Source: an optimization exercise on an open RTL-to-GDS flow (aim: small area). Production flows keep margins and buffers that such runs may drop. Only simulation tests tie the RTL to the original design; equivalence was not proved.

==> design/flow/design.v <==
module fa(input a, input b, input c, output s, output co);
    assign s = a ^ b ^ c;
    assign co = (a & b) | (a & c) | (b & c);
endmodule
module ha(input a, input b, output s, output co);
    assign s = a ^ b;
    assign co = a & b;
endmodule
module mac5(input [3:0] one0, input [3:0] two0, input [3:0] neg0, input [7:0] x0,
            input [3:0] one1, input [3:0] two1, input [3:0] neg1, input [7:0] x1,
            input [3:0] one2, input [3:0] two2, input [3:0] neg2, input [7:0] x2,
            input [3:0] one3, input [3:0] two3, input [3:0] neg3, input [7:0] x3,
            input [3:0] one4, input [3:0] two4, input [3:0] neg4, input [7:0] x4,
            input [20:0] base,
            output [20:0] sum);
    wire b1;
    assign b1 = (one0[0] & x0[0]) ^ neg0[0];
    wire b2;
    assign b2 = ((one0[0] & x0[1]) | (two0[0] & x0[0])) ^ neg0[0];
    wire b3;
    assign b3 = ((one0[0] & x0[2]) | (two0[0] & x0[1])) ^ neg0[0];
    wire b4;
    assign b4 = ((one0[0] & x0[3]) | (two0[0] & x0[2])) ^ neg0[0];
    wire b5;
    assign b5 = ((one0[0] & x0[4]) | (two0[0] & x0[3])) ^ neg0[0];
    wire b6;
    assign b6 = ((one0[0] & x0[5]) | (two0[0] & x0[4])) ^ neg0[0];
    wire b7;
    assign b7 = ((one0[0] & x0[6]) | (two0[0] & x0[5])) ^ neg0[0];
    wire b8;
    assign b8 = ((one0[0] & x0[7]) | (two0[0] & x0[6])) ^ neg0[0];
    wire b9;
    assign b9 = ~(((one0[0] | two0[0]) & x0[7]) ^ neg0[0]);
    wire b10;
    assign b10 = (one0[1] & x0[0]) ^ neg0[1];
    wire b11;
    assign b11 = ((one0[1] & x0[1]) | (two0[1] & x0[0])) ^ neg0[1];
    wire b12;
    assign b12 = ((one0[1] & x0[2]) | (two0[1] & x0[1])) ^ neg0[1];
    wire b13;
    assign b13 = ((one0[1] & x0[3]) | (two0[1] & x0[2])) ^ neg0[1];
    wire b14;
    assign b14 = ((one0[1] & x0[4]) | (two0[1] & x0[3])) ^ neg0[1];
    wire b15;
    assign b15 = ((one0[1] & x0[5]) | (two0[1] & x0[4])) ^ neg0[1];
    wire b16;
    assign b16 = ((one0[1] & x0[6]) | (two0[1] & x0[5])) ^ neg0[1];
    wire b17;
    assign b17 = ((one0[1] & x0[7]) | (two0[1] & x0[6])) ^ neg0[1];
    wire b18;
    assign b18 = ~(((one0[1] | two0[1]) & x0[7]) ^ neg0[1]);
    wire b19;
    assign b19 = (one0[2] & x0[0]) ^ neg0[2];
    wire b20;
    assign b20 = ((one0[2] & x0[1]) | (two0[2] & x0[0])) ^ neg0[2];
    wire b21;
    assign b21 = ((one0[2] & x0[2]) | (two0[2] & x0[1])) ^ neg0[2];
    wire b22;
    assign b22 = ((one0[2] & x0[3]) | (two0[2] & x0[2])) ^ neg0[2];
    wire b23;
    assign b23 = ((one0[2] & x0[4]) | (two0[2] & x0[3])) ^ neg0[2];
    wire b24;
    assign b24 = ((one0[2] & x0[5]) | (two0[2] & x0[4])) ^ neg0[2];
    wire b25;
    assign b25 = ((one0[2] & x0[6]) | (two0[2] & x0[5])) ^ neg0[2];
    wire b26;
    assign b26 = ((one0[2] & x0[7]) | (two0[2] & x0[6])) ^ neg0[2];
    wire b27;
    assign b27 = ~(((one0[2] | two0[2]) & x0[7]) ^ neg0[2]);
    wire b28;
    assign b28 = (one0[3] & x0[0]) ^ neg0[3];
    wire b29;
    assign b29 = ((one0[3] & x0[1]) | (two0[3] & x0[0])) ^ neg0[3];
    wire b30;
    assign b30 = ((one0[3] & x0[2]) | (two0[3] & x0[1])) ^ neg0[3];
    wire b31;
    assign b31 = ((one0[3] & x0[3]) | (two0[3] & x0[2])) ^ neg0[3];
    wire b32;
    assign b32 = ((one0[3] & x0[4]) | (two0[3] & x0[3])) ^ neg0[3];
    wire b33;
    assign b33 = ((one0[3] & x0[5]) | (two0[3] & x0[4])) ^ neg0[3];
    wire b34;
    assign b34 = ((one0[3] & x0[6]) | (two0[3] & x0[5])) ^ neg0[3];
    wire b35;
    assign b35 = ((one0[3] & x0[7]) | (two0[3] & x0[6])) ^ neg0[3];
    wire b36;
    assign b36 = ~(((one0[3] | two0[3]) & x0[7]) ^ neg0[3]);
    wire b37;
    assign b37 = (one1[0] & x1[0]) ^ neg1[0];
    wire b38;
    assign b38 = ((one1[0] & x1[1]) | (two1[0] & x1[0])) ^ neg1[0];
    wire b39;
    assign b39 = ((one1[0] & x1[2]) | (two1[0] & x1[1])) ^ neg1[0];
    wire b40;
    assign b40 = ((one1[0] & x1[3]) | (two1[0] & x1[2])) ^ neg1[0];
    wire b41;
    assign b41 = ((one1[0] & x1[4]) | (two1[0] & x1[3])) ^ neg1[0];
    wire b42;
    assign b42 = ((one1[0] & x1[5]) | (two1[0] & x1[4])) ^ neg1[0];
    wire b43;
    assign b43 = ((one1[0] & x1[6]) | (two1[0] & x1[5])) ^ neg1[0];
    wire b44;
    assign b44 = ((one1[0] & x1[7]) | (two1[0] & x1[6])) ^ neg1[0];
    wire b45;
    assign b45 = ~(((one1[0] | two1[0]) & x1[7]) ^ neg1[0]);
    wire b46;
    assign b46 = (one1[1] & x1[0]) ^ neg1[1];
    wire b47;
    assign b47 = ((one1[1] & x1[1]) | (two1[1] & x1[0])) ^ neg1[1];
    wire b48;
    assign b48 = ((one1[1] & x1[2]) | (two1[1] & x1[1])) ^ neg1[1];
    wire b49;
    assign b49 = ((one1[1] & x1[3]) | (two1[1] & x1[2])) ^ neg1[1];
    wire b50;
    assign b50 = ((one1[1] & x1[4]) | (two1[1] & x1[3])) ^ neg1[1];
    wire b51;
    assign b51 = ((one1[1] & x1[5]) | (two1[1] & x1[4])) ^ neg1[1];
    wire b52;
    assign b52 = ((one1[1] & x1[6]) | (two1[1] & x1[5])) ^ neg1[1];
    wire b53;
    assign b53 = ((one1[1] & x1[7]) | (two1[1] & x1[6])) ^ neg1[1];
    wire b54;
    assign b54 = ~(((one1[1] | two1[1]) & x1[7]) ^ neg1[1]);
    wire b55;
    assign b55 = (one1[2] & x1[0]) ^ neg1[2];
    wire b56;
    assign b56 = ((one1[2] & x1[1]) | (two1[2] & x1[0])) ^ neg1[2];
    wire b57;
    assign b57 = ((one1[2] & x1[2]) | (two1[2] & x1[1])) ^ neg1[2];
    wire b58;
    assign b58 = ((one1[2] & x1[3]) | (two1[2] & x1[2])) ^ neg1[2];
    wire b59;
    assign b59 = ((one1[2] & x1[4]) | (two1[2] & x1[3])) ^ neg1[2];
    wire b60;
    assign b60 = ((one1[2] & x1[5]) | (two1[2] & x1[4])) ^ neg1[2];
    wire b61;
    assign b61 = ((one1[2] & x1[6]) | (two1[2] & x1[5])) ^ neg1[2];
    wire b62;
    assign b62 = ((one1[2] & x1[7]) | (two1[2] & x1[6])) ^ neg1[2];
    wire b63;
    assign b63 = ~(((one1[2] | two1[2]) & x1[7]) ^ neg1[2]);
    wire b64;
    assign b64 = (one1[3] & x1[0]) ^ neg1[3];
    wire b65;
    assign b65 = ((one1[3] & x1[1]) | (two1[3] & x1[0])) ^ neg1[3];
    wire b66;
    assign b66 = ((one1[3] & x1[2]) | (two1[3] & x1[1])) ^ neg1[3];
    wire b67;
    assign b67 = ((one1[3] & x1[3]) | (two1[3] & x1[2])) ^ neg1[3];
    wire b68;
    assign b68 = ((one1[3] & x1[4]) | (two1[3] & x1[3])) ^ neg1[3];
    wire b69;
    assign b69 = ((one1[3] & x1[5]) | (two1[3] & x1[4])) ^ neg1[3];
    wire b70;
    assign b70 = ((one1[3] & x1[6]) | (two1[3] & x1[5])) ^ neg1[3];
    wire b71;
    assign b71 = ((one1[3] & x1[7]) | (two1[3] & x1[6])) ^ neg1[3];
    wire b72;
    assign b72 = ~(((one1[3] | two1[3]) & x1[7]) ^ neg1[3]);
    wire b73;
    assign b73 = (one2[0] & x2[0]) ^ neg2[0];
    wire b74;
    assign b74 = ((one2[0] & x2[1]) | (two2[0] & x2[0])) ^ neg2[0];
    wire b75;
    assign b75 = ((one2[0] & x2[2]) | (two2[0] & x2[1])) ^ neg2[0];
    wire b76;
    assign b76 = ((one2[0] & x2[3]) | (two2[0] & x2[2])) ^ neg2[0];
    wire b77;
    assign b77 = ((one2[0] & x2[4]) | (two2[0] & x2[3])) ^ neg2[0];
    wire b78;
    assign b78 = ((one2[0] & x2[5]) | (two2[0] & x2[4])) ^ neg2[0];
    wire b79;
    assign b79 = ((one2[0] & x2[6]) | (two2[0] & x2[5])) ^ neg2[0];
    wire b80;
    assign b80 = ((one2[0] & x2[7]) | (two2[0] & x2[6])) ^ neg2[0];
    wire b81;
    assign b81 = ~(((one2[0] | two2[0]) & x2[7]) ^ neg2[0]);
    wire b82;
    assign b82 = (one2[1] & x2[0]) ^ neg2[1];
    wire b83;
    assign b83 = ((one2[1] & x2[1]) | (two2[1] & x2[0])) ^ neg2[1];
    wire b84;
    assign b84 = ((one2[1] & x2[2]) | (two2[1] & x2[1])) ^ neg2[1];
    wire b85;
    assign b85 = ((one2[1] & x2[3]) | (two2[1] & x2[2])) ^ neg2[1];
    wire b86;
    assign b86 = ((one2[1] & x2[4]) | (two2[1] & x2[3])) ^ neg2[1];
    wire b87;
    assign b87 = ((one2[1] & x2[5]) | (two2[1] & x2[4])) ^ neg2[1];
    wire b88;
    assign b88 = ((one2[1] & x2[6]) | (two2[1] & x2[5])) ^ neg2[1];
    wire b89;
    assign b89 = ((one2[1] & x2[7]) | (two2[1] & x2[6])) ^ neg2[1];
    wire b90;
    assign b90 = ~(((one2[1] | two2[1]) & x2[7]) ^ neg2[1]);
    wire b91;
    assign b91 = (one2[2] & x2[0]) ^ neg2[2];
    wire b92;
    assign b92 = ((one2[2] & x2[1]) | (two2[2] & x2[0])) ^ neg2[2];
    wire b93;
    assign b93 = ((one2[2] & x2[2]) | (two2[2] & x2[1])) ^ neg2[2];
    wire b94;
    assign b94 = ((one2[2] & x2[3]) | (two2[2] & x2[2])) ^ neg2[2];
    wire b95;
    assign b95 = ((one2[2] & x2[4]) | (two2[2] & x2[3])) ^ neg2[2];
    wire b96;
    assign b96 = ((one2[2] & x2[5]) | (two2[2] & x2[4])) ^ neg2[2];
    wire b97;
    assign b97 = ((one2[2] & x2[6]) | (two2[2] & x2[5])) ^ neg2[2];
    wire b98;
    assign b98 = ((one2[2] & x2[7]) | (two2[2] & x2[6])) ^ neg2[2];
    wire b99;
    assign b99 = ~(((one2[2] | two2[2]) & x2[7]) ^ neg2[2]);
    wire b100;
    assign b100 = (one2[3] & x2[0]) ^ neg2[3];
    wire b101;
    assign b101 = ((one2[3] & x2[1]) | (two2[3] & x2[0])) ^ neg2[3];
    wire b102;
    assign b102 = ((one2[3] & x2[2]) | (two2[3] & x2[1])) ^ neg2[3];
    wire b103;
    assign b103 = ((one2[3] & x2[3]) | (two2[3] & x2[2])) ^ neg2[3];
    wire b104;
    assign b104 = ((one2[3] & x2[4]) | (two2[3] & x2[3])) ^ neg2[3];
    wire b105;
    assign b105 = ((one2[3] & x2[5]) | (two2[3] & x2[4])) ^ neg2[3];
    wire b106;
    assign b106 = ((one2[3] & x2[6]) | (two2[3] & x2[5])) ^ neg2[3];
    wire b107;
    assign b107 = ((one2[3] & x2[7]) | (two2[3] & x2[6])) ^ neg2[3];
    wire b108;
    assign b108 = ~(((one2[3] | two2[3]) & x2[7]) ^ neg2[3]);
    wire b109;
    assign b109 = (one3[0] & x3[0]) ^ neg3[0];
    wire b110;
    assign b110 = ((one3[0] & x3[1]) | (two3[0] & x3[0])) ^ neg3[0];
    wire b111;
    assign b111 = ((one3[0] & x3[2]) | (two3[0] & x3[1])) ^ neg3[0];
    wire b112;
    assign b112 = ((one3[0] & x3[3]) | (two3[0] & x3[2])) ^ neg3[0];
    wire b113;
    assign b113 = ((one3[0] & x3[4]) | (two3[0] & x3[3])) ^ neg3[0];
    wire b114;
    assign b114 = ((one3[0] & x3[5]) | (two3[0] & x3[4])) ^ neg3[0];
    wire b115;
    assign b115 = ((one3[0] & x3[6]) | (two3[0] & x3[5])) ^ neg3[0];
    wire b116;
    assign b116 = ((one3[0] & x3[7]) | (two3[0] & x3[6])) ^ neg3[0];
    wire b117;
    assign b117 = ~(((one3[0] | two3[0]) & x3[7]) ^ neg3[0]);
    wire b118;
    assign b118 = (one3[1] & x3[0]) ^ neg3[1];
    wire b119;
    assign b119 = ((one3[1] & x3[1]) | (two3[1] & x3[0])) ^ neg3[1];
    wire b120;
    assign b120 = ((one3[1] & x3[2]) | (two3[1] & x3[1])) ^ neg3[1];
    wire b121;
    assign b121 = ((one3[1] & x3[3]) | (two3[1] & x3[2])) ^ neg3[1];
    wire b122;
    assign b122 = ((one3[1] & x3[4]) | (two3[1] & x3[3])) ^ neg3[1];
    wire b123;
    assign b123 = ((one3[1] & x3[5]) | (two3[1] & x3[4])) ^ neg3[1];
    wire b124;
    assign b124 = ((one3[1] & x3[6]) | (two3[1] & x3[5])) ^ neg3[1];
    wire b125;
    assign b125 = ((one3[1] & x3[7]) | (two3[1] & x3[6])) ^ neg3[1];
    wire b126;
    assign b126 = ~(((one3[1] | two3[1]) & x3[7]) ^ neg3[1]);
    wire b127;
    assign b127 = (one3[2] & x3[0]) ^ neg3[2];
    wire b128;
    assign b128 = ((one3[2] & x3[1]) | (two3[2] & x3[0])) ^ neg3[2];
    wire b129;
    assign b129 = ((one3[2] & x3[2]) | (two3[2] & x3[1])) ^ neg3[2];
    wire b130;
    assign b130 = ((one3[2] & x3[3]) | (two3[2] & x3[2])) ^ neg3[2];
    wire b131;
    assign b131 = ((one3[2] & x3[4]) | (two3[2] & x3[3])) ^ neg3[2];
    wire b132;
    assign b132 = ((one3[2] & x3[5]) | (two3[2] & x3[4])) ^ neg3[2];
    wire b133;
    assign b133 = ((one3[2] & x3[6]) | (two3[2] & x3[5])) ^ neg3[2];
    wire b134;
    assign b134 = ((one3[2] & x3[7]) | (two3[2] & x3[6])) ^ neg3[2];
    wire b135;
    assign b135 = ~(((one3[2] | two3[2]) & x3[7]) ^ neg3[2]);
    wire b136;
    assign b136 = (one3[3] & x3[0]) ^ neg3[3];
    wire b137;
    assign b137 = ((one3[3] & x3[1]) | (two3[3] & x3[0])) ^ neg3[3];
    wire b138;
    assign b138 = ((one3[3] & x3[2]) | (two3[3] & x3[1])) ^ neg3[3];
    wire b139;
    assign b139 = ((one3[3] & x3[3]) | (two3[3] & x3[2])) ^ neg3[3];
    wire b140;
    assign b140 = ((one3[3] & x3[4]) | (two3[3] & x3[3])) ^ neg3[3];
    wire b141;
    assign b141 = ((one3[3] & x3[5]) | (two3[3] & x3[4])) ^ neg3[3];
    wire b142;
    assign b142 = ((one3[3] & x3[6]) | (two3[3] & x3[5])) ^ neg3[3];
    wire b143;
    assign b143 = ((one3[3] & x3[7]) | (two3[3] & x3[6])) ^ neg3[3];
    wire b144;
    assign b144 = ~(((one3[3] | two3[3]) & x3[7]) ^ neg3[3]);
    wire b145;
    assign b145 = (one4[0] & x4[0]) ^ neg4[0];
    wire b146;
    assign b146 = ((one4[0] & x4[1]) | (two4[0] & x4[0])) ^ neg4[0];
    wire b147;
    assign b147 = ((one4[0] & x4[2]) | (two4[0] & x4[1])) ^ neg4[0];
    wire b148;
    assign b148 = ((one4[0] & x4[3]) | (two4[0] & x4[2])) ^ neg4[0];
    wire b149;
    assign b149 = ((one4[0] & x4[4]) | (two4[0] & x4[3])) ^ neg4[0];
    wire b150;
    assign b150 = ((one4[0] & x4[5]) | (two4[0] & x4[4])) ^ neg4[0];
    wire b151;
    assign b151 = ((one4[0] & x4[6]) | (two4[0] & x4[5])) ^ neg4[0];
    wire b152;
    assign b152 = ((one4[0] & x4[7]) | (two4[0] & x4[6])) ^ neg4[0];
    wire b153;
    assign b153 = ~(((one4[0] | two4[0]) & x4[7]) ^ neg4[0]);
    wire b154;
    assign b154 = (one4[1] & x4[0]) ^ neg4[1];
    wire b155;
    assign b155 = ((one4[1] & x4[1]) | (two4[1] & x4[0])) ^ neg4[1];
    wire b156;
    assign b156 = ((one4[1] & x4[2]) | (two4[1] & x4[1])) ^ neg4[1];
    wire b157;
    assign b157 = ((one4[1] & x4[3]) | (two4[1] & x4[2])) ^ neg4[1];
    wire b158;
    assign b158 = ((one4[1] & x4[4]) | (two4[1] & x4[3])) ^ neg4[1];
    wire b159;
    assign b159 = ((one4[1] & x4[5]) | (two4[1] & x4[4])) ^ neg4[1];
    wire b160;
    assign b160 = ((one4[1] & x4[6]) | (two4[1] & x4[5])) ^ neg4[1];
    wire b161;
    assign b161 = ((one4[1] & x4[7]) | (two4[1] & x4[6])) ^ neg4[1];
    wire b162;
    assign b162 = ~(((one4[1] | two4[1]) & x4[7]) ^ neg4[1]);
    wire b163;
    assign b163 = (one4[2] & x4[0]) ^ neg4[2];
    wire b164;
    assign b164 = ((one4[2] & x4[1]) | (two4[2] & x4[0])) ^ neg4[2];
    wire b165;
    assign b165 = ((one4[2] & x4[2]) | (two4[2] & x4[1])) ^ neg4[2];
    wire b166;
    assign b166 = ((one4[2] & x4[3]) | (two4[2] & x4[2])) ^ neg4[2];
    wire b167;
    assign b167 = ((one4[2] & x4[4]) | (two4[2] & x4[3])) ^ neg4[2];
    wire b168;
    assign b168 = ((one4[2] & x4[5]) | (two4[2] & x4[4])) ^ neg4[2];
    wire b169;
    assign b169 = ((one4[2] & x4[6]) | (two4[2] & x4[5])) ^ neg4[2];
    wire b170;
    assign b170 = ((one4[2] & x4[7]) | (two4[2] & x4[6])) ^ neg4[2];
    wire b171;
    assign b171 = ~(((one4[2] | two4[2]) & x4[7]) ^ neg4[2]);
    wire b172;
    assign b172 = (one4[3] & x4[0]) ^ neg4[3];
    wire b173;
    assign b173 = ((one4[3] & x4[1]) | (two4[3] & x4[0])) ^ neg4[3];
    wire b174;
    assign b174 = ((one4[3] & x4[2]) | (two4[3] & x4[1])) ^ neg4[3];
    wire b175;
    assign b175 = ((one4[3] & x4[3]) | (two4[3] & x4[2])) ^ neg4[3];
    wire b176;
    assign b176 = ((one4[3] & x4[4]) | (two4[3] & x4[3])) ^ neg4[3];
    wire b177;
    assign b177 = ((one4[3] & x4[5]) | (two4[3] & x4[4])) ^ neg4[3];
    wire b178;
    assign b178 = ((one4[3] & x4[6]) | (two4[3] & x4[5])) ^ neg4[3];
    wire b179;
    assign b179 = ((one4[3] & x4[7]) | (two4[3] & x4[6])) ^ neg4[3];
    wire b180;
    assign b180 = ~(((one4[3] | two4[3]) & x4[7]) ^ neg4[3]);
    wire s181;
    wire c182;
    fa us181 (.a(b5), .b(b12), .c(b19), .s(s181), .co(c182));
    wire s183;
    wire c184;
    fa us183 (.a(b7), .b(b14), .c(b21), .s(s183), .co(c184));
    wire s185;
    wire c186;
    fa us185 (.a(b28), .b(neg0[3]), .c(b43), .s(s185), .co(c186));
    wire s187;
    wire c188;
    fa us187 (.a(b50), .b(b57), .c(b64), .s(s187), .co(c188));
    wire s189;
    wire c190;
    ha us189 (.a(neg1[3]), .b(b79), .s(s189), .co(c190));
    wire s191;
    wire c192;
    fa us191 (.a(b8), .b(b15), .c(b22), .s(s191), .co(c192));
    wire s193;
    wire c194;
    fa us193 (.a(b29), .b(b44), .c(b51), .s(s193), .co(c194));
    wire s195;
    wire c196;
    fa us195 (.a(b58), .b(b65), .c(b80), .s(s195), .co(c196));
    wire s197;
    wire c198;
    fa us197 (.a(b9), .b(b16), .c(b23), .s(s197), .co(c198));
    wire s199;
    wire c200;
    fa us199 (.a(b30), .b(b45), .c(b52), .s(s199), .co(c200));
    wire s201;
    wire c202;
    fa us201 (.a(b59), .b(b66), .c(b81), .s(s201), .co(c202));
    wire s203;
    wire c204;
    ha us203 (.a(b17), .b(b24), .s(s203), .co(c204));
    wire s205;
    wire c206;
    fa us205 (.a(b3), .b(b10), .c(neg0[1]), .s(s205), .co(c206));
    wire s207;
    wire c208;
    ha us207 (.a(b39), .b(b46), .s(s207), .co(c208));
    wire s209;
    wire c210;
    fa us209 (.a(s181), .b(neg0[2]), .c(b41), .s(s209), .co(c210));
    wire s211;
    wire c212;
    fa us211 (.a(b48), .b(b55), .c(neg1[2]), .s(s211), .co(c212));
    wire s213;
    wire c214;
    fa us213 (.a(b77), .b(b84), .c(b91), .s(s213), .co(c214));
    wire s215;
    wire c216;
    fa us215 (.a(c182), .b(b6), .c(b13), .s(s215), .co(c216));
    wire s217;
    wire c218;
    fa us217 (.a(b20), .b(b42), .c(b49), .s(s217), .co(c218));
    wire s219;
    wire c220;
    fa us219 (.a(b56), .b(b78), .c(b85), .s(s219), .co(c220));
    wire s221;
    wire c222;
    ha us221 (.a(b92), .b(b114), .s(s221), .co(c222));
    wire s223;
    wire c224;
    fa us223 (.a(s183), .b(s185), .c(s187), .s(s223), .co(c224));
    wire s225;
    wire c226;
    fa us225 (.a(s189), .b(b86), .c(b93), .s(s225), .co(c226));
    wire s227;
    wire c228;
    fa us227 (.a(b100), .b(neg2[3]), .c(b115), .s(s227), .co(c228));
    wire s229;
    wire c230;
    fa us229 (.a(b122), .b(b129), .c(b136), .s(s229), .co(c230));
    wire s231;
    wire c232;
    fa us231 (.a(neg3[3]), .b(b151), .c(b158), .s(s231), .co(c232));
    wire s233;
    wire c234;
    fa us233 (.a(c184), .b(c186), .c(c188), .s(s233), .co(c234));
    wire s235;
    wire c236;
    fa us235 (.a(c190), .b(s191), .c(s193), .s(s235), .co(c236));
    wire s237;
    wire c238;
    fa us237 (.a(s195), .b(b87), .c(b94), .s(s237), .co(c238));
    wire s239;
    wire c240;
    fa us239 (.a(b101), .b(b116), .c(b123), .s(s239), .co(c240));
    wire s241;
    wire c242;
    fa us241 (.a(b130), .b(b137), .c(b152), .s(s241), .co(c242));
    wire s243;
    wire c244;
    ha us243 (.a(b159), .b(b166), .s(s243), .co(c244));
    wire s245;
    wire c246;
    fa us245 (.a(c192), .b(c194), .c(c196), .s(s245), .co(c246));
    wire s247;
    wire c248;
    fa us247 (.a(s197), .b(s199), .c(s201), .s(s247), .co(c248));
    wire s249;
    wire c250;
    fa us249 (.a(b88), .b(b95), .c(b102), .s(s249), .co(c250));
    wire s251;
    wire c252;
    fa us251 (.a(b117), .b(b124), .c(b131), .s(s251), .co(c252));
    wire s253;
    wire c254;
    fa us253 (.a(b138), .b(b153), .c(b160), .s(s253), .co(c254));
    wire s255;
    wire c256;
    fa us255 (.a(b167), .b(b174), .c(1'b1), .s(s255), .co(c256));
    wire s257;
    wire c258;
    fa us257 (.a(c198), .b(c200), .c(c202), .s(s257), .co(c258));
    wire s259;
    wire c260;
    fa us259 (.a(s203), .b(b31), .c(b53), .s(s259), .co(c260));
    wire s261;
    wire c262;
    fa us261 (.a(b60), .b(b67), .c(b89), .s(s261), .co(c262));
    wire s263;
    wire c264;
    fa us263 (.a(b96), .b(b103), .c(b125), .s(s263), .co(c264));
    wire s265;
    wire c266;
    fa us265 (.a(b132), .b(b139), .c(b161), .s(s265), .co(c266));
    wire s267;
    wire c268;
    fa us267 (.a(b168), .b(b175), .c(1'b1), .s(s267), .co(c268));
    wire s269;
    wire c270;
    fa us269 (.a(c204), .b(b18), .c(b25), .s(s269), .co(c270));
    wire s271;
    wire c272;
    fa us271 (.a(b32), .b(b54), .c(b61), .s(s271), .co(c272));
    wire s273;
    wire c274;
    fa us273 (.a(b68), .b(b90), .c(b97), .s(s273), .co(c274));
    wire s275;
    wire c276;
    fa us275 (.a(b104), .b(b126), .c(b133), .s(s275), .co(c276));
    wire s277;
    wire c278;
    fa us277 (.a(b140), .b(b162), .c(b169), .s(s277), .co(c278));
    wire s279;
    wire c280;
    ha us279 (.a(b176), .b(1'b1), .s(s279), .co(c280));
    wire s281;
    wire c282;
    fa us281 (.a(b26), .b(b33), .c(b62), .s(s281), .co(c282));
    wire s283;
    wire c284;
    fa us283 (.a(b69), .b(b98), .c(b105), .s(s283), .co(c284));
    wire s285;
    wire c286;
    ha us285 (.a(b27), .b(b34), .s(s285), .co(c286));
    wire s287;
    wire c288;
    fa us287 (.a(b1), .b(neg0[0]), .c(b37), .s(s287), .co(c288));
    wire s289;
    wire c290;
    fa us289 (.a(s205), .b(s207), .c(neg1[1]), .s(s289), .co(c290));
    wire s291;
    wire c292;
    fa us291 (.a(b75), .b(b82), .c(neg2[1]), .s(s291), .co(c292));
    wire s293;
    wire c294;
    fa us293 (.a(c206), .b(c208), .c(b4), .s(s293), .co(c294));
    wire s295;
    wire c296;
    fa us295 (.a(b11), .b(b40), .c(b47), .s(s295), .co(c296));
    wire s297;
    wire c298;
    fa us297 (.a(b76), .b(b83), .c(b112), .s(s297), .co(c298));
    wire s299;
    wire c300;
    fa us299 (.a(s209), .b(s211), .c(s213), .s(s299), .co(c300));
    wire s301;
    wire c302;
    fa us301 (.a(neg2[2]), .b(b113), .c(b120), .s(s301), .co(c302));
    wire s303;
    wire c304;
    fa us303 (.a(b127), .b(neg3[2]), .c(b149), .s(s303), .co(c304));
    wire s305;
    wire c306;
    ha us305 (.a(b156), .b(b163), .s(s305), .co(c306));
    wire s307;
    wire c308;
    fa us307 (.a(c210), .b(c212), .c(c214), .s(s307), .co(c308));
    wire s309;
    wire c310;
    fa us309 (.a(s215), .b(s217), .c(s219), .s(s309), .co(c310));
    wire s311;
    wire c312;
    fa us311 (.a(s221), .b(b121), .c(b128), .s(s311), .co(c312));
    wire s313;
    wire c314;
    fa us313 (.a(b150), .b(b157), .c(b164), .s(s313), .co(c314));
    wire s315;
    wire c316;
    fa us315 (.a(c216), .b(c218), .c(c220), .s(s315), .co(c316));
    wire s317;
    wire c318;
    fa us317 (.a(c222), .b(s223), .c(s225), .s(s317), .co(c318));
    wire s319;
    wire c320;
    fa us319 (.a(s227), .b(s229), .c(s231), .s(s319), .co(c320));
    wire s321;
    wire c322;
    fa us321 (.a(b165), .b(b172), .c(neg4[3]), .s(s321), .co(c322));
    wire s323;
    wire c324;
    fa us323 (.a(c224), .b(c226), .c(c228), .s(s323), .co(c324));
    wire s325;
    wire c326;
    fa us325 (.a(c230), .b(c232), .c(s233), .s(s325), .co(c326));
    wire s327;
    wire c328;
    fa us327 (.a(s235), .b(s237), .c(s239), .s(s327), .co(c328));
    wire s329;
    wire c330;
    fa us329 (.a(s241), .b(s243), .c(b173), .s(s329), .co(c330));
    wire s331;
    wire c332;
    fa us331 (.a(c234), .b(c236), .c(c238), .s(s331), .co(c332));
    wire s333;
    wire c334;
    fa us333 (.a(c240), .b(c242), .c(c244), .s(s333), .co(c334));
    wire s335;
    wire c336;
    fa us335 (.a(s245), .b(s247), .c(s249), .s(s335), .co(c336));
    wire s337;
    wire c338;
    fa us337 (.a(s251), .b(s253), .c(s255), .s(s337), .co(c338));
    wire s339;
    wire c340;
    fa us339 (.a(c246), .b(c248), .c(c250), .s(s339), .co(c340));
    wire s341;
    wire c342;
    fa us341 (.a(c252), .b(c254), .c(c256), .s(s341), .co(c342));
    wire s343;
    wire c344;
    fa us343 (.a(s257), .b(s259), .c(s261), .s(s343), .co(c344));
    wire s345;
    wire c346;
    fa us345 (.a(s263), .b(s265), .c(s267), .s(s345), .co(c346));
    wire s347;
    wire c348;
    fa us347 (.a(c258), .b(c260), .c(c262), .s(s347), .co(c348));
    wire s349;
    wire c350;
    fa us349 (.a(c264), .b(c266), .c(c268), .s(s349), .co(c350));
    wire s351;
    wire c352;
    fa us351 (.a(s269), .b(s271), .c(s273), .s(s351), .co(c352));
    wire s353;
    wire c354;
    fa us353 (.a(s275), .b(s277), .c(s279), .s(s353), .co(c354));
    wire s355;
    wire c356;
    fa us355 (.a(c270), .b(c272), .c(c274), .s(s355), .co(c356));
    wire s357;
    wire c358;
    fa us357 (.a(c276), .b(c278), .c(c280), .s(s357), .co(c358));
    wire s359;
    wire c360;
    fa us359 (.a(s281), .b(s283), .c(b134), .s(s359), .co(c360));
    wire s361;
    wire c362;
    fa us361 (.a(b141), .b(b170), .c(b177), .s(s361), .co(c362));
    wire s363;
    wire c364;
    fa us363 (.a(c282), .b(c284), .c(s285), .s(s363), .co(c364));
    wire s365;
    wire c366;
    fa us365 (.a(b63), .b(b70), .c(b99), .s(s365), .co(c366));
    wire s367;
    wire c368;
    fa us367 (.a(b106), .b(b135), .c(b142), .s(s367), .co(c368));
    wire s369;
    wire c370;
    fa us369 (.a(b171), .b(b178), .c(1'b1), .s(s369), .co(c370));
    wire s371;
    wire c372;
    fa us371 (.a(c286), .b(b35), .c(b71), .s(s371), .co(c372));
    wire s373;
    wire c374;
    fa us373 (.a(s287), .b(neg1[0]), .c(b73), .s(s373), .co(c374));
    wire s375;
    wire c376;
    ha us375 (.a(neg2[0]), .b(b109), .s(s375), .co(c376));
    wire s377;
    wire c378;
    fa us377 (.a(c288), .b(b2), .c(b38), .s(s377), .co(c378));
    wire s379;
    wire c380;
    ha us379 (.a(b74), .b(b110), .s(s379), .co(c380));
    wire s381;
    wire c382;
    fa us381 (.a(s289), .b(s291), .c(b111), .s(s381), .co(c382));
    wire s383;
    wire c384;
    fa us383 (.a(b118), .b(neg3[1]), .c(b147), .s(s383), .co(c384));
    wire s385;
    wire c386;
    ha us385 (.a(b154), .b(neg4[1]), .s(s385), .co(c386));
    wire s387;
    wire c388;
    fa us387 (.a(c290), .b(c292), .c(s293), .s(s387), .co(c388));
    wire s389;
    wire c390;
    fa us389 (.a(s295), .b(s297), .c(b119), .s(s389), .co(c390));
    wire s391;
    wire c392;
    fa us391 (.a(b148), .b(b155), .c(base[3]), .s(s391), .co(c392));
    wire s393;
    wire c394;
    fa us393 (.a(c294), .b(c296), .c(c298), .s(s393), .co(c394));
    wire s395;
    wire c396;
    fa us395 (.a(s299), .b(s301), .c(s303), .s(s395), .co(c396));
    wire s397;
    wire c398;
    fa us397 (.a(s305), .b(neg4[2]), .c(base[4]), .s(s397), .co(c398));
    wire s399;
    wire c400;
    fa us399 (.a(c300), .b(c302), .c(c304), .s(s399), .co(c400));
    wire s401;
    wire c402;
    fa us401 (.a(c306), .b(s307), .c(s309), .s(s401), .co(c402));
    wire s403;
    wire c404;
    fa us403 (.a(s311), .b(s313), .c(base[5]), .s(s403), .co(c404));
    wire s405;
    wire c406;
    fa us405 (.a(c308), .b(c310), .c(c312), .s(s405), .co(c406));
    wire s407;
    wire c408;
    fa us407 (.a(c314), .b(s315), .c(s317), .s(s407), .co(c408));
    wire s409;
    wire c410;
    fa us409 (.a(s319), .b(s321), .c(base[6]), .s(s409), .co(c410));
    wire s411;
    wire c412;
    fa us411 (.a(c316), .b(c318), .c(c320), .s(s411), .co(c412));
    wire s413;
    wire c414;
    fa us413 (.a(c322), .b(s323), .c(s325), .s(s413), .co(c414));
    wire s415;
    wire c416;
    fa us415 (.a(s327), .b(s329), .c(base[7]), .s(s415), .co(c416));
    wire s417;
    wire c418;
    fa us417 (.a(c324), .b(c326), .c(c328), .s(s417), .co(c418));
    wire s419;
    wire c420;
    fa us419 (.a(c330), .b(s331), .c(s333), .s(s419), .co(c420));
    wire s421;
    wire c422;
    fa us421 (.a(s335), .b(s337), .c(base[8]), .s(s421), .co(c422));
    wire s423;
    wire c424;
    fa us423 (.a(c332), .b(c334), .c(c336), .s(s423), .co(c424));
    wire s425;
    wire c426;
    fa us425 (.a(c338), .b(s339), .c(s341), .s(s425), .co(c426));
    wire s427;
    wire c428;
    fa us427 (.a(s343), .b(s345), .c(base[9]), .s(s427), .co(c428));
    wire s429;
    wire c430;
    fa us429 (.a(c340), .b(c342), .c(c344), .s(s429), .co(c430));
    wire s431;
    wire c432;
    fa us431 (.a(c346), .b(s347), .c(s349), .s(s431), .co(c432));
    wire s433;
    wire c434;
    fa us433 (.a(s351), .b(s353), .c(base[10]), .s(s433), .co(c434));
    wire s435;
    wire c436;
    fa us435 (.a(c348), .b(c350), .c(c352), .s(s435), .co(c436));
    wire s437;
    wire c438;
    fa us437 (.a(c354), .b(s355), .c(s357), .s(s437), .co(c438));
    wire s439;
    wire c440;
    fa us439 (.a(s359), .b(s361), .c(base[11]), .s(s439), .co(c440));
    wire s441;
    wire c442;
    fa us441 (.a(c356), .b(c358), .c(c360), .s(s441), .co(c442));
    wire s443;
    wire c444;
    fa us443 (.a(c362), .b(s363), .c(s365), .s(s443), .co(c444));
    wire s445;
    wire c446;
    fa us445 (.a(s367), .b(s369), .c(base[12]), .s(s445), .co(c446));
    wire s447;
    wire c448;
    fa us447 (.a(c364), .b(c366), .c(c368), .s(s447), .co(c448));
    wire s449;
    wire c450;
    fa us449 (.a(c370), .b(s371), .c(b107), .s(s449), .co(c450));
    wire s451;
    wire c452;
    fa us451 (.a(b143), .b(b179), .c(base[13]), .s(s451), .co(c452));
    wire s453;
    wire c454;
    fa us453 (.a(c372), .b(b36), .c(b72), .s(s453), .co(c454));
    wire s455;
    wire c456;
    fa us455 (.a(b108), .b(b144), .c(b180), .s(s455), .co(c456));
    wire s457;
    wire c458;
    ha us457 (.a(1'b1), .b(base[14]), .s(s457), .co(c458));
    wire s459;
    wire c460;
    fa us459 (.a(s373), .b(s375), .c(neg3[0]), .s(s459), .co(c460));
    wire s461;
    wire c462;
    fa us461 (.a(c374), .b(c376), .c(s377), .s(s461), .co(c462));
    wire s463;
    wire c464;
    ha us463 (.a(s379), .b(b146), .s(s463), .co(c464));
    wire s465;
    wire c466;
    fa us465 (.a(c378), .b(c380), .c(s381), .s(s465), .co(c466));
    wire s467;
    wire c468;
    fa us467 (.a(s383), .b(s385), .c(base[2]), .s(s467), .co(c468));
    wire s469;
    wire c470;
    fa us469 (.a(c382), .b(c384), .c(c386), .s(s469), .co(c470));
    wire s471;
    wire c472;
    fa us471 (.a(s387), .b(s389), .c(s391), .s(s471), .co(c472));
    wire s473;
    wire c474;
    fa us473 (.a(c388), .b(c390), .c(c392), .s(s473), .co(c474));
    wire s475;
    wire c476;
    fa us475 (.a(s393), .b(s395), .c(s397), .s(s475), .co(c476));
    wire s477;
    wire c478;
    fa us477 (.a(c394), .b(c396), .c(c398), .s(s477), .co(c478));
    wire s479;
    wire c480;
    fa us479 (.a(s399), .b(s401), .c(s403), .s(s479), .co(c480));
    wire s481;
    wire c482;
    fa us481 (.a(c400), .b(c402), .c(c404), .s(s481), .co(c482));
    wire s483;
    wire c484;
    fa us483 (.a(s405), .b(s407), .c(s409), .s(s483), .co(c484));
    wire s485;
    wire c486;
    fa us485 (.a(c406), .b(c408), .c(c410), .s(s485), .co(c486));
    wire s487;
    wire c488;
    fa us487 (.a(s411), .b(s413), .c(s415), .s(s487), .co(c488));
    wire s489;
    wire c490;
    fa us489 (.a(c412), .b(c414), .c(c416), .s(s489), .co(c490));
    wire s491;
    wire c492;
    fa us491 (.a(s417), .b(s419), .c(s421), .s(s491), .co(c492));
    wire s493;
    wire c494;
    fa us493 (.a(c418), .b(c420), .c(c422), .s(s493), .co(c494));
    wire s495;
    wire c496;
    fa us495 (.a(s423), .b(s425), .c(s427), .s(s495), .co(c496));
    wire s497;
    wire c498;
    fa us497 (.a(c424), .b(c426), .c(c428), .s(s497), .co(c498));
    wire s499;
    wire c500;
    fa us499 (.a(s429), .b(s431), .c(s433), .s(s499), .co(c500));
    wire s501;
    wire c502;
    fa us501 (.a(c430), .b(c432), .c(c434), .s(s501), .co(c502));
    wire s503;
    wire c504;
    fa us503 (.a(s435), .b(s437), .c(s439), .s(s503), .co(c504));
    wire s505;
    wire c506;
    fa us505 (.a(c436), .b(c438), .c(c440), .s(s505), .co(c506));
    wire s507;
    wire c508;
    fa us507 (.a(s441), .b(s443), .c(s445), .s(s507), .co(c508));
    wire s509;
    wire c510;
    fa us509 (.a(c442), .b(c444), .c(c446), .s(s509), .co(c510));
    wire s511;
    wire c512;
    fa us511 (.a(s447), .b(s449), .c(s451), .s(s511), .co(c512));
    wire s513;
    wire c514;
    fa us513 (.a(c448), .b(c450), .c(c452), .s(s513), .co(c514));
    wire s515;
    wire c516;
    fa us515 (.a(s453), .b(s455), .c(s457), .s(s515), .co(c516));
    wire s517;
    wire c518;
    fa us517 (.a(c454), .b(c456), .c(c458), .s(s517), .co(c518));
    wire s519;
    wire c520;
    ha us519 (.a(s459), .b(b145), .s(s519), .co(c520));
    wire s521;
    wire c522;
    fa us521 (.a(c460), .b(s461), .c(s463), .s(s521), .co(c522));
    wire s523;
    wire c524;
    fa us523 (.a(c462), .b(c464), .c(s465), .s(s523), .co(c524));
    wire s525;
    wire c526;
    fa us525 (.a(c466), .b(c468), .c(s469), .s(s525), .co(c526));
    wire s527;
    wire c528;
    fa us527 (.a(c470), .b(c472), .c(s473), .s(s527), .co(c528));
    wire s529;
    wire c530;
    fa us529 (.a(c474), .b(c476), .c(s477), .s(s529), .co(c530));
    wire s531;
    wire c532;
    fa us531 (.a(c478), .b(c480), .c(s481), .s(s531), .co(c532));
    wire s533;
    wire c534;
    fa us533 (.a(c482), .b(c484), .c(s485), .s(s533), .co(c534));
    wire s535;
    wire c536;
    fa us535 (.a(c486), .b(c488), .c(s489), .s(s535), .co(c536));
    wire s537;
    wire c538;
    fa us537 (.a(c490), .b(c492), .c(s493), .s(s537), .co(c538));
    wire s539;
    wire c540;
    fa us539 (.a(c494), .b(c496), .c(s497), .s(s539), .co(c540));
    wire s541;
    wire c542;
    fa us541 (.a(c498), .b(c500), .c(s501), .s(s541), .co(c542));
    wire s543;
    wire c544;
    fa us543 (.a(c502), .b(c504), .c(s505), .s(s543), .co(c544));
    wire s545;
    wire c546;
    fa us545 (.a(c506), .b(c508), .c(s509), .s(s545), .co(c546));
    wire s547;
    wire c548;
    fa us547 (.a(c510), .b(c512), .c(s513), .s(s547), .co(c548));
    wire s549;
    wire c550;
    fa us549 (.a(c514), .b(c516), .c(s517), .s(s549), .co(c550));
    wire s551;
    wire c552;
    ha us551 (.a(s519), .b(neg4[0]), .s(s551), .co(c552));
    wire s553;
    wire c554;
    fa us553 (.a(c520), .b(s521), .c(base[1]), .s(s553), .co(c554));
    wire s555;
    wire c556;
    fa us555 (.a(c522), .b(s523), .c(s467), .s(s555), .co(c556));
    wire s557;
    wire c558;
    fa us557 (.a(c524), .b(s525), .c(s471), .s(s557), .co(c558));
    wire s559;
    wire c560;
    fa us559 (.a(c526), .b(s527), .c(s475), .s(s559), .co(c560));
    wire s561;
    wire c562;
    fa us561 (.a(c528), .b(s529), .c(s479), .s(s561), .co(c562));
    wire s563;
    wire c564;
    fa us563 (.a(c530), .b(s531), .c(s483), .s(s563), .co(c564));
    wire s565;
    wire c566;
    fa us565 (.a(c532), .b(s533), .c(s487), .s(s565), .co(c566));
    wire s567;
    wire c568;
    fa us567 (.a(c534), .b(s535), .c(s491), .s(s567), .co(c568));
    wire s569;
    wire c570;
    fa us569 (.a(c536), .b(s537), .c(s495), .s(s569), .co(c570));
    wire s571;
    wire c572;
    fa us571 (.a(c538), .b(s539), .c(s499), .s(s571), .co(c572));
    wire s573;
    wire c574;
    fa us573 (.a(c540), .b(s541), .c(s503), .s(s573), .co(c574));
    wire s575;
    wire c576;
    fa us575 (.a(c542), .b(s543), .c(s507), .s(s575), .co(c576));
    wire s577;
    wire c578;
    fa us577 (.a(c544), .b(s545), .c(s511), .s(s577), .co(c578));
    wire s579;
    wire c580;
    fa us579 (.a(c546), .b(s547), .c(s515), .s(s579), .co(c580));
    wire s581;
    wire c582;
    fa us581 (.a(c548), .b(s549), .c(base[15]), .s(s581), .co(c582));
    wire s583;
    wire c584;
    fa us583 (.a(c550), .b(c518), .c(base[16]), .s(s583), .co(c584));
    wire s585;
    wire c586;
    ha us585 (.a(1'b1), .b(base[17]), .s(s585), .co(c586));
    wire s587;
    wire c588;
    ha us587 (.a(1'b1), .b(base[18]), .s(s587), .co(c588));
    wire s589;
    wire c590;
    ha us589 (.a(1'b1), .b(base[19]), .s(s589), .co(c590));
    wire s591;
    wire c592;
    ha us591 (.a(1'b1), .b(base[20]), .s(s591), .co(c592));
    wire [20:0] ra = {c590, c588, c586, c584, c582, c580, c578, c576, c574, c572, c570, c568, c566, c564, c562, c560, c558, c556, c554, c552, s551};
    wire [20:0] rb = {s591, s589, s587, s585, s583, s581, s579, s577, s575, s573, s571, s569, s567, s565, s563, s561, s559, s557, s555, s553, base[0]};
    assign sum = ra + rb;
endmodule
module booth_enc(input [7:0] w, output [3:0] one, output [3:0] two, output [3:0] neg);
    wire [8:0] we = {w, 1'b0};
    genvar k;
    generate for (k = 0; k < 4; k = k + 1) begin : dig
        assign one[k] = we[2*k+1] ^ we[2*k];
        assign two[k] = (we[2*k+2] & ~we[2*k+1] & ~we[2*k]) | (~we[2*k+2] & we[2*k+1] & we[2*k]);
        assign neg[k] = we[2*k+2];
    end endgenerate
endmodule
module top(input clk,
           input rst_n,
           input weight_select,
           input [7:0] fmaps_in1,
           input [7:0] fmaps_in2,
           input [7:0] fmaps_in3,
           input [7:0] fmaps_in4,
           input [7:0] fmaps_in5,
           input [7:0] fmaps_in6,
           input [7:0] fmaps_in7,
           input [7:0] weight_in1,
           input [7:0] weight_in2,
           input [7:0] weight_in3,
           input [7:0] weight_in4,
           input [7:0] weight_in5,
           output [1:0] cs,
           output [1:0] we,
           output [4:0] fmaps_addr,
           output [5:0] weight_addr,
           output valid,
           output signed [20:0] acc);
    reg        worken;
    reg [4:0]  faddr;
    reg [5:0]  waddr1;
    reg        started;
    always @(posedge clk or negedge rst_n) begin
        if (!rst_n) begin
            worken  <= 1'b0;
            faddr   <= 5'd0;
            waddr1  <= 6'd18;
            started <= 1'b0;
        end else begin
            worken <= 1'b1;
            if (worken) begin
                faddr  <= (faddr == 5'd18) ? 5'd0 : faddr + 5'd1;
                waddr1 <= (waddr1 == 6'd37) ? 6'd18 : waddr1 + 6'd1;
            end
            if (faddr == 5'd10)
                started <= 1'b1;
        end
    end
    assign cs          = {worken, worken};
    assign we          = 2'b00;
    assign fmaps_addr  = faddr;
    assign weight_addr = weight_select ? waddr1 : {1'b0, faddr};
    assign valid = started & ((faddr == 5'd2)  | (faddr == 5'd3)  | (faddr == 5'd4)  |
                              (faddr == 5'd11) | (faddr == 5'd12) | (faddr == 5'd13) |
                              (faddr == 5'd16) | (faddr == 5'd17) | (faddr == 5'd18));
    wire newwin = (faddr == 5'd1) | (faddr == 5'd10) | (faddr == 5'd15);
    wire [7:0] wk = {8{worken}};
    reg [7:0] x1_0;
    reg [7:0] x2_0, x2_1;
    reg [7:0] x3_0, x3_1, x3_2;
    reg [7:0] x4_0, x4_1, x4_2, x4_3;
    reg [7:0] x5_0, x5_1, x5_2, x5_3, x5_4;
    reg [7:0] x6_0, x6_1, x6_2, x6_3;
    reg [7:0] x7_0, x7_1, x7_2;
    reg [7:0] w5_0;
    always @(posedge clk or negedge rst_n) begin
        if (!rst_n) begin
            x1_0 <= 0;
            x2_0 <= 0; x2_1 <= 0;
            x3_0 <= 0; x3_1 <= 0; x3_2 <= 0;
            x4_0 <= 0; x4_1 <= 0; x4_2 <= 0; x4_3 <= 0;
            x5_0 <= 0; x5_1 <= 0; x5_2 <= 0; x5_3 <= 0; x5_4 <= 0;
            x6_0 <= 0; x6_1 <= 0; x6_2 <= 0; x6_3 <= 0;
            x7_0 <= 0; x7_1 <= 0; x7_2 <= 0;
            w5_0 <= 0;
        end else begin
            x1_0 <= fmaps_in1 & wk; x2_0 <= fmaps_in2 & wk; x3_0 <= fmaps_in3 & wk;
            x4_0 <= fmaps_in4 & wk; x5_0 <= fmaps_in5 & wk; x6_0 <= fmaps_in6 & wk;
            x7_0 <= fmaps_in7 & wk;
            w5_0 <= weight_in5 & wk;
            x2_1 <= x2_0;
            x3_1 <= x3_0; x3_2 <= x3_1;
            x4_1 <= x4_0; x4_2 <= x4_1; x4_3 <= x4_2;
            x5_1 <= x5_0; x5_2 <= x5_1; x5_3 <= x5_2; x5_4 <= x5_3;
            x6_1 <= x6_0; x6_2 <= x6_1; x6_3 <= x6_2;
            x7_1 <= x7_0; x7_2 <= x7_1;
        end
    end
    reg [7:0] w1_0;
    reg [7:0] w2_0, w2_1;
    reg [7:0] w3_0, w3_1, w3_2;
    reg [7:0] w4_0, w4_1, w4_2, w4_3;
    reg [7:0] w5_1, w5_2, w5_3, w5_4;
    always @(posedge clk) begin
        w1_0 <= weight_in1; w2_0 <= weight_in2; w3_0 <= weight_in3;
        w4_0 <= weight_in4;
        w2_1 <= w2_0;
        w3_1 <= w3_0; w3_2 <= w3_1;
        w4_1 <= w4_0; w4_2 <= w4_1; w4_3 <= w4_2;
        w5_1 <= w5_0; w5_2 <= w5_1; w5_3 <= w5_2; w5_4 <= w5_3;
    end
    wire [7:0] X1 = x1_0, X2 = x2_1, X3 = x3_2, X4 = x4_3, X5 = x5_4,
               X6 = x6_3, X7 = x7_2;
    wire [7:0] W1 = w1_0, W2 = w2_1, W3 = w3_2, W4 = w4_3, W5 = w5_4;
    reg [20:0] s1, s2, s3;
    reg [20:0] h2, h3, o;
    wire [20:0] base1 = s1 & {21{~newwin}};
    wire [20:0] base2 = s2 & {21{~newwin}};
    wire [20:0] base3 = s3 & {21{~newwin}};
    wire [3:0] one1, two1, neg1;
    booth_enc enc1(.w(W1), .one(one1), .two(two1), .neg(neg1));
    wire [3:0] one2, two2, neg2;
    booth_enc enc2(.w(W2), .one(one2), .two(two2), .neg(neg2));
    wire [3:0] one3, two3, neg3;
    booth_enc enc3(.w(W3), .one(one3), .two(two3), .neg(neg3));
    wire [3:0] one4, two4, neg4;
    booth_enc enc4(.w(W4), .one(one4), .two(two4), .neg(neg4));
    wire [3:0] one5, two5, neg5;
    booth_enc enc5(.w(W5), .one(one5), .two(two5), .neg(neg5));
    wire [20:0] sum1, sum2, sum3;
    mac5 mac_c1(.one0(one1), .two0(two1), .neg0(neg1), .x0(X1), .one1(one2), .two1(two2), .neg1(neg2), .x1(X2), .one2(one3), .two2(two3), .neg2(neg3), .x2(X3), .one3(one4), .two3(two4), .neg3(neg4), .x3(X4), .one4(one5), .two4(two5), .neg4(neg5), .x4(X5),
                .base(base1), .sum(sum1));
    mac5 mac_c2(.one0(one1), .two0(two1), .neg0(neg1), .x0(X2), .one1(one2), .two1(two2), .neg1(neg2), .x1(X3), .one2(one3), .two2(two3), .neg2(neg3), .x2(X4), .one3(one4), .two3(two4), .neg3(neg4), .x3(X5), .one4(one5), .two4(two5), .neg4(neg5), .x4(X6),
                .base(base2), .sum(sum2));
    mac5 mac_c3(.one0(one1), .two0(two1), .neg0(neg1), .x0(X3), .one1(one2), .two1(two2), .neg1(neg2), .x1(X4), .one2(one3), .two2(two3), .neg2(neg3), .x2(X5), .one3(one4), .two3(two4), .neg3(neg4), .x3(X6), .one4(one5), .two4(two5), .neg4(neg5), .x4(X7),
                .base(base3), .sum(sum3));
    always @(posedge clk) begin
        s1 <= sum1;
        s2 <= sum2;
        s3 <= sum3;
        o  <= newwin ? s1 : h2;
        h2 <= newwin ? s2 : h3;
        h3 <= s3;
    end
    assign acc = o;
endmodule
==> design/flow/run.sh <==
#!/bin/bash
# synth_recipe.tcl (not shown) runs the flow's synth.tcl, then flattens the netlist and writes it again
# the make line also repeats each setting of config.mk as NAME=value (left out here)
make -C /OpenROAD-flow-scripts/flow DESIGN_CONFIG=/design/flow/config.mk WORK_HOME=/design/flow/orfs CLKGATE_MAP_FILE= SYNTH_SCRIPT=/design/flow/synth_recipe.tcl finish
==> design/flow/config.mk <==
export PLATFORM = sky130hd
export DESIGN_NAME = top
export DESIGN_NICKNAME = top
export VERILOG_FILES = /design/flow/design.v
export SDC_FILE = /design/flow/constraint.sdc
export NUM_CORES = 4
export LEC_CHECK = 0
export CAP_MARGIN = 20
export CORE_MARGIN = 2
export CORE_UTILIZATION = 40
export SLEW_MARGIN = 20
export SYNTH_HIERARCHICAL = 1
export SYNTH_MINIMUM_KEEP_SIZE = 0
==> design/flow/constraint.sdc <==
create_clock -name core_clock -period 7.0 [get_ports {clk}]
set_input_delay 1.4000 -clock core_clock [delete_from_list [all_inputs] [get_ports {clk}]]
set_output_delay 1.4000 -clock core_clock [all_outputs]
set_load 0.01 [all_outputs]
==> run summary <==
## state kept, by name, indices dropped and copies added (netlist names), 21 cells and up
register / flops
h2: 21
h3: 21
o: 21
s1: 21
s2: 21
s3: 21
## modules after synthesis (local to each module, per instance)
module | flops+latches | cells inside | times used | cell area, sq um
top | 435 | 695 | 1 | 11600
mac5 | 0 | 620 | 3 | 4320
booth_enc | 0 | 18 | 5 | 124
fa | 0 | 1 | 561 | 20.0
ha | 0 | 1 | 57 | 12.5
## metrics by stage
stage / setup WS [ns] / util, % / std cells / hold slack (ns)
after floorplan: 0.811 / - / 3288 / 0.310
after global placement: 0.367 / 43.8 / 4476 / 0.310
after detailed placement: 0.344 / 43.8 / 4476 / 0.312
after CTS: 0.314 / 45.7 / 4567 / 0.321
after global routing: 0.0122 / 45.7 / 4567 / 0.321
final: 0.315 / 45.7 / 4572 / 0.322
## final timing paths
check | cells after the start | startpoint | slack, ns | to
hold / removal | 0 | w3_0[1] | 0.32 | w3_1[1]
min in group asynchronous | 1 | rst_n | 0.74 | w5_0[7]
setup reg to reg | 19 | w2_1[6] | 0.31 | s1[20]
hold reg to reg | 0 | w3_0[1] | 0.32 | w3_1[1]
setup / recovery | 19 | w2_1[6] | 0.31 | s1[20]
max in group asynchronous | 2 | rst_n | 4.88 | worken
## metal layers
metal	vias up	routed length, microns	track usage, %
li1	11000	-	-
met1	13400	48300	34.4
met2	1478	52200	38.4
met3	265	13000	6.66
met4	4	5120	9.87
met5	-	33	0
## cell type report
class                   instances  area share, %
diodes                          5         0.0298
well taps                    1243           3.71
flip-flops and latches        435           23.2
inverters                      19          0.170
repair buffers                293           6.43
clock buffers                  67           3.25
clock inverters                24          0.877
multi-input cells            2486           62.3
## Yosys cell counts (31+ instances only)
| cell | number |
|---|---|
| a21oi_1 | 48 |
| o21ai_0 | 95 |
| fa_1 | 564 |
| buf_4 | 31 |
| xnor2_1 | 506 |
| dfxtp_1 | 238 |
| mux2_2 | 44 |
| ha_1 | 124 |
| clkbuf_1 | 302 |
| a22oi_1 | 423 |
| xor2_1 | 99 |
| and2_1 | 134 |
| dfrtp_1 | 195 |
| nand2_1 | 114 |
## logic make-up after synthesis
logic type | Yosys count | synth area share (%)
other | 5 | 0.0505
multiplexers | 49 | 1.48
AND/OR/NAND/NOR | 422 | 6.16
buffers and inverters | 367 | 4.21
AO/OA/AOI/OAI | 692 | 13.1
flip-flops | 435 | 26.1
XOR/XNOR | 605 | 14.3
adder cells (fa/ha/maj) | 688 | 34.6
==> metrics.md <==
| Metric | Value |
|---|---|
| Nets | `4071` |
| Worst Path Max Fanout | `24` |
| Total track usage | `about a quarter` |
| CTS buffer count | `49` |
| ANT nets after route | `0` |
| Top post-synthesis cells by area | `fa_1, dfrtp_1, dfxtp_1` |
| PortBufs | `133` |
| Worst clock skew | `0.0588 ns` |
| Fillers | `8523` |
| Worst Path Arrival | `between 7 and 8 ns` |
| Startpoint Class | `flop` |
| Fraction of layout cells with a size suffix above 1 | `10.9%` |
| Yosys reg bits | `435` |
| Number of enable flip-flop cells after synthesis | `0` |
| First-pass GRT wire length | `177 mm` |
| Setup-failing EPs final | `0` |
| CTS H-tree depth | `2` |
| TritonCTS clock tree | `done` |
| Worst path buffer plus inverter count | `2` |
| Storage cell area | `0.00972 sq mm` |
| CP max-delay cell | `fa_1` |
| Post-synthesis sequential area ratio | `26.1%` |
| Largest net degree at the start of global routing | `80` |
| Worst setup path category | `flop to flop` |
| Crit end category | `flop` |
| Residual DRC count | `0` |
| Worst-path clk slew | `about 0.06 ns` |
| TritonRoute pass-1 iters | `6` |
| Initial Utilization | `40.5%` |
| Status | `complete, no violations` |
| Fmax | `150 MHz` |
| Core Box Area | `0.0918 sq mm` |
| Critical Path Max Stage Delay | `0.57 ns` |
| CTS root buffer | `clkbuf_16` |
| Synth-to-Final Area Change | `12.9%` |
| GRT overflow | `0` |
| Finished Cell Area | `0.0419 sq mm` |
| Actual slew at the worst max-slew pin | `0.921 ns` |
| Hold Vio Cnt, Final | `0` |
| Period utilization | `95.5%` |
| Post-Syn Area per Cell | `11.4 sq um` |
| Commonest non-fill, non-tap cells in the layout | `fa_1, xnor2_1, a22oi_1` |
| Drt initial violations | `between 2000 and 3000` |
| RSZ-0062 raised after global routing | `false` |
| Multi-input gate area | `0.0262 sq mm` |
| Sum Neg Setup Slack | `0 ns` |
| Initial antenna violation count | `3` |
| Post-CTS Resized | `0` |
| Sinks on Clock Net | `435` |
| Drt via density | `5.73` |
| GP Congestion | `roughly 0.96` |
| Critical path cell sequence | `nand2b_1, o21ai_2, buf_4, a22oi_1, xnor2_1, fa_1, fa_1, fa_1, fa_1, fa_1, fa_1, fa_1, ha_1, and4_2, o2111ai_1, a2111oi_0, buf_4, or3b_1, nand3_1` |
| Hpwl dp | `between 80 and 90 mm` |
| FP Rows | `111` |
| Vias in the first global route | `approximately 28000` |
| Commonest non-fill, non-tap cell in the layout | `fa_1` |
| Placed Area | `0.0402 sq mm` |
| Top cell type's share of synthesized area | `a little under a third` |
| Synth Cell Area | `approximately 0.037 sq mm` |
| Post-CTS Setup Bufs | `0` |
| Slew Limit Fails | `0` |
| Die height | `309 microns` |
| Top_reg_cell synth | `dfxtp_1` |
| Class of the worst hold path | `flop to flop` |
| Drt wl/cell | `25.9 microns` |
| IO Pins | `136` |
| CP required | `7.54 ns` |
| Largest area contributor in the netlist | `fa_1` |
| Max Buffers Root-to-Sink | `3` |
| Min Tclk post-route | `6.69 ns` |
| # hold bufs at CTS | `0` |
| Rel. slew slack | `38.6%` |
| FFs w/ async S/R, synth | `45.3%` |
| CP dominant cell by count | `fa_1` |
| Die W | `309 microns` |
| YS warnings | `7` |
| Distinct cells, synth | `65` |
| Crit-path leading delay family | `adder cells` |
| Clock latency (worst-skew pair) | `0.66 ns` |
| Total Wirelength | `approximately 120 mm` |
| Post-synthesis cell count | `3263` |
| Max-Cap Viols | `0` |
| Full die area | `0.0953 sq mm` |
| Via count | `26200` |

==> afterwards: timing with drivers on the ports <==
How much do the figures lean on ideal ports? The routed layout below was timed once more, with nothing changed but the port constraints.
Step 1: set_driving_cell puts a clkbuf_16 on clk and a buf_2 on each other input, an assumption about the parent block.
Step 2 also shifts input and output timing later by t, the mid clock arrival at the registers, as if the neighbouring blocks saw the same clock.
Three values: no drivers, after step 1, after step 2; two values: the first two.
shift t [ns]: 0.703
setup WS [ns]: 0.315 / 0.315 / 0.315
hold slack, ns: 0.322 / 0.322 / 0.322
slew at the worst register clock pin (ns): 0.07 / 0.07
After both steps setup and hold are still met in this run. For this run, drivers alone change the setup slack by 0.000 ns; drivers and shift together by 0.000 ns.
